This design comes from an exercise in tuning for small area on the open sky130 flow, not from production work.
Function was checked by simulation only, so behaviour that the tests miss may differ from the original.
The flow treats the clock pin as an ideal source. Dropping or thinning the clock tree relies on that and would not hold on a real chip.
Power is estimated from default activity; no workload was simulated.

Setup of rev 12:
==> module space_invaders_vga, before the edit <==
module space_invaders_vga (
  input         clk,
  input         rst_n,
  input  [3:1]  key,
  input  [17:0] sw,
  output        vga_clk,
  output        vga_hs,
  output        vga_vs,
  output        vga_blank_n,
  output        vga_sync_n,
  output [7:0]  vga_r,
  output [7:0]  vga_g,
  output [7:0]  vga_b,
  output        led_done,
  output [14:0] fb0_addr,
  output [23:0] fb0_wdata,
  output        fb0_wren,
  input  [23:0] fb0_rdata,
  output [14:0] fb1_addr,
  output [23:0] fb1_wdata,
  output        fb1_wren,
  input  [23:0] fb1_rdata
);
reg       vclk;
reg [9:0] x;    
reg [9:0] y;    
wire x_end = x[9] & x[8] & (&x[4:0]);    
wire y_end = y[9] & y[3] & y[2];          
always @(posedge clk or negedge rst_n)
	if (!rst_n) begin
		vclk <= 1'b0;
		x <= 10'd0;
		y <= 10'd0;
	end else begin
		vclk <= ~vclk;
		if (!vclk) begin
			if (x_end) begin
				x <= 10'd0;
				y <= y_end ? 10'd0 : y + 1'b1;
			end else
				x <= x + 1'b1;
		end
	end
wire x_act = ~(x[9] & (x[8] | x[7]));                 
wire y_act = ~(y[9] | (y[8] & y[7] & y[6] & y[5]));   
assign vga_clk     = vclk;
assign vga_hs      = ~((x >= 10'd655) && (x < 10'd751));
assign vga_vs      = ~(~y[9] & (y[8:4] == 5'b11110) & y[3] & ~y[2] & (y[1] ^ y[0]));  
assign vga_blank_n = x_act & y_act;
assign vga_sync_n  = 1'b1;
assign led_done    = 1'b0;
wire fd = y[9] | (y[8] & y[7] & y[6] & (y[5] | (&y[4:0])));
wire y479 = ~y[9] & (y[8:5] == 4'b1110) & (&y[4:0]);
wire x0 = (x == 10'd0);
wire istart = y479 & x0 & ~vclk;    
reg first;    
wire [10:0] sw_in = {sw[17:14], sw[6:0]};
wire [10:0] db;
genvar gi;
generate for (gi = 0; gi < 11; gi = gi + 1) begin : dbs
	reg       lvl;
	reg [6:0] r;
	wire [6:0] c = r ^ 7'b1010101;
	wire jt   = c[0] & c[1] & c[3] & c[5] & c[6];        
	wire eq   = sw_in[gi] ^ lvl ^ jt;                   
	wire gate = eq & ~first;
	always @(posedge clk)
		r <= (gate ? {c[5] & ~jt, c[4:0], ~(c[6] ^ c[5])} : 7'd27) ^ 7'b1010101;
	always @(posedge clk)
		lvl <= (lvl ^ jt) & ~first;
	assign db[gi] = lvl;
end endgenerate
wire        db17 = db[10];
wire [2:0]  dbc  = db[9:7];
wire [6:0]  dby  = db[6:0];
reg       started;
reg [9:0] px;
wire hi = px[9] & px[6] & px[5] & px[4] & (px[1] | px[2]);
wire lo = ~|px[9:5] & (~px[4] | (~px[3] & ~(px[2] & px[0])));
wire kl = key[3], kr = key[1];
wire [9:0] psum = px + (kr ? 10'd6 : 10'h3FA);
reg  [9:0] pn;
always @(*) begin
	if (kl & ~kr & lo)
		pn = 10'd15;
	else if (~kl & hi)
		pn = 10'd625;
	else if (kl ^ kr)
		pn = psum;
	else
		pn = px;
end
always @(posedge clk or negedge rst_n)
	if (!rst_n)
		started <= 1'b0;
	else if (!started)
		started <= key[2];
always @(posedge clk)
	if (first)
		px <= 10'd320;
	else if (started)
		px <= pn;
reg        w2m_init;
reg        rfm;       
reg        sel;       
reg        fd_d;
reg        wren;
reg [2:0]  wd;
reg [14:0] waddr;
reg [14:0] raddr;
wire rfm_s   = rfm | istart;
wire drawing = rfm & ~fd_d;
wire cnt_end = raddr[14] & raddr[11] & raddr[9] & raddr[8];   
wire inc     = wren & vclk & ~cnt_end;
wire [11:0] px15 = {px[7:0], 4'b0} - {2'b0, px};
wire [14:0] pa = {px15 + {8'd0, dby[6:3]}, dby[2:0]};
wire [14:0] radd = raddr + (rfm ? 15'd120 : 15'd1);
wire zero = first | (istart & ~rfm);
wire ld   = rfm & ~fd & x0;
wire step = rfm ? (~fd & x_act & (x[1:0] == 2'b00) & vclk) : inc;
always @(posedge clk or negedge rst_n)
	if (!rst_n) begin
		first <= 1'b1;
		w2m_init <= 1'b0;
		rfm <= 1'b0;
		wren <= 1'b0;
	end else begin
		first <= 1'b0;
		w2m_init <= first & ~key[1];
		rfm <= rfm_s;
		if (rfm_s)
			wren <= drawing & db17;
		else
			wren <= w2m_init | (wren & ~(vclk & cnt_end));
	end
always @(posedge clk) begin
	sel <= (sel ^ (istart & rfm)) & ~first;
	if (rfm_s)
		wd <= dbc;
	else
		wd <= {3{inc}} | (wd & {3{~first}});
	fd_d <= fd;
	if (drawing & db17)
		waddr <= pa;
	else if (istart & ~rfm)
		waddr <= raddr;
	if (zero)
		raddr <= 15'd0;
	else if (ld)
		raddr <= {8'd0, y[8:2]};
	else if (step)
		raddr <= radd;
end
wire rd0 = rfm & ~sel;    
wire rd1 = rfm & sel;     
assign fb0_addr  = rd1 ? waddr : raddr;
assign fb1_addr  = rd0 ? waddr : raddr;
assign fb0_wdata = {{8{wd[2]}}, {8{wd[1]}}, {8{wd[0]}}};
assign fb1_wdata = fb0_wdata;
assign fb0_wren  = wren & ~rd0;
assign fb1_wren  = wren & ~rd1;
wire show0 = rfm_s & rd0;
wire show1 = rfm_s & ~rd0;
assign {vga_r, vga_g, vga_b} = (fb0_rdata | {24{~show0}}) & (fb1_rdata | {24{~show1}});
endmodule
Settings: LEC_CHECK=0, CAP_MARGIN=20, CORE_MARGIN=2, CORE_UTILIZATION=65, PLACE_DENSITY=0.75, SLEW_MARGIN=20; clock period 20.0 ns.
standard.sh (not shown) runs the stock make flow with config.mk's settings and CLKGATE_MAP_FILE= SYNTH_SCRIPT=/design/flow/synth_recipe.tcl, a recipe that flattens the netlist after the stock synthesis.
==> flow/flow/run.sh <==
#!/bin/bash
# Layout flow: the standard ORFS flow, with
#  - synthesis mapped by an area-oriented ABC script (deepsyn, then amap),
#    without Yosys's
#    full-adder extraction (the registers are those of the standard synthesis);
#  - the smallest buffer (buf_1) on every input and output port;
#  - a clock tree built by hand (flow/cts_tree.tcl): a root and six leaf
#    clkbuf_16 buffers,
#    each driving one cluster of flip-flops, in place of clock_tree_synthesis.
# Each step's full output goes to a log file in the work folder.
set -euo pipefail
W=$(pwd)
S=$W/scripts
rm -rf "$S"
cp -r "$FLOW_HOME/scripts" "$S"
cp "$W/flow/abc_area.script" "$S/abc_area.script"
sed -i "s|^log_cmd clock_tree_synthesis .*|source $W/flow/cts_tree.tcl|" "$S/cts.tcl"
grep -q "cts_tree.tcl" "$S/cts.tcl"
export BUFFER_PORTS_ARGS="-buffer_cell sky130_fd_sc_hd__buf_1"
V=(SCRIPTS_DIR=$S ABC_AREA=1 ADDER_MAP_FILE=)
bash standard.sh synth "${V[@]}" > "$W/log_1_synth.txt" 2>&1
bash standard.sh floorplan "${V[@]}" > "$W/log_2_floorplan.txt" 2>&1
bash standard.sh place "${V[@]}" > "$W/log_3_place.txt" 2>&1
bash standard.sh cts "${V[@]}" > "$W/log_4_cts.txt" 2>&1
bash standard.sh route "${V[@]}" > "$W/log_5_route.txt" 2>&1
bash standard.sh finish "${V[@]}" > "$W/log_6_finish.txt" 2>&1
Other scripts of this flow, unchanged in this note and not shown: flow/flow/abc_area.script, flow/flow/cts_tree.tcl
Rev 12: done, clean on timing, DRC and antenna
Changes in rev 13 relative to rev 12:
-- flow/design.v --
<<< rev 12, line 60
generate for (gi = 0; gi < 11; gi = gi + 1) begin : dbs
	reg       lvl;
	reg [6:0] r;
	wire [6:0] c = r ^ 7'b1010101;
	wire jt   = c[0] & c[1] & c[3] & c[5] & c[6];        
	wire eq   = sw_in[gi] ^ lvl ^ jt;                   
	wire gate = eq & ~first;
	always @(posedge clk)
		r <= (gate ? {c[5] & ~jt, c[4:0], ~(c[6] ^ c[5])} : 7'd27) ^ 7'b1010101;
	always @(posedge clk)
		lvl <= (lvl ^ jt) & ~first;
>>> rev 13, line 60
generate for (gi = 0; gi < 11; gi = gi + 1) begin : dbs
	reg       lvl;
	reg [6:0] c;
	wire jt   = ~(c[6] | c[3] | c[2] | c[1] | c[0]);    
	wire eq   = sw_in[gi] ^ lvl ^ jt;                   
	wire gate = eq & ~first;
	always @(posedge clk)
		c <= gate ? {c[5:2], c[1], c[0] | jt, c[6] ^ c[5]} : 7'd17;
	always @(posedge clk)
		lvl <= (lvl ^ jt) & ~first;
## What came out
Taking rev 12 as the reference, in rev 13 total number of vias rose 121, clock skew about even, overall routed net length fell about 0.5%, fraction of the mapped netlist area in compound gates about even, share of the final layout cell area in multi-input gates rose 1.4 points. The lower synthesis-to-layout area growth came out of rev 13. Looking at power across both flows, rev 13 is the weaker of the two, with rev 12 ahead. From rev 12 to rev 13 the numbers moved as follows: clock network fraction of design power fell by 2.8 points; clock power stayed essentially flat; design area rose by 50 um2; utilization rose by 0.16 points; highest achievable clock rate stayed essentially flat. The time the worst path needs with I/O delays and setup in rev 13 sits 25 ps above the value recorded for rev 12. Relative to rev 12, the worst-case vdd ir drop measured on rev 13 has increased by a little under 10%.
In every run of this note, the design's own scripts or RTL, not TritonCTS, make the clock network.

## what the ideal ports hide
How much do the figures lean on ideal ports? The routed layouts below were timed once more, with nothing changed but the port constraints.
Step 1, drivers: a clkbuf_16 drives clk and a buf_2 each remaining input, both assumed.
Step 2, shift: input delay + t, output delay - t, t = (earliest + latest rising clock arrival at the registers) / 2. This alone moves slack from input paths to output paths.
Slacks: ideal ports / drivers / drivers and shift; pairs: ideal ports / drivers.
| run | shift t [ns] | setup WS [ns] | worst setup path after step 2 |
|---|---|---|---|
| rev 12 | 0.384 | 11.564 / 11.540 / 11.540 | input to output |
| rev 13 | 0.391 | 11.539 / 11.504 / 11.504 | input to output |
After both steps setup and hold are still met in every run listed. The setup slack of rev 13, which loses most, moves by -0.035 ns with the drivers and by -0.035 ns with both steps.
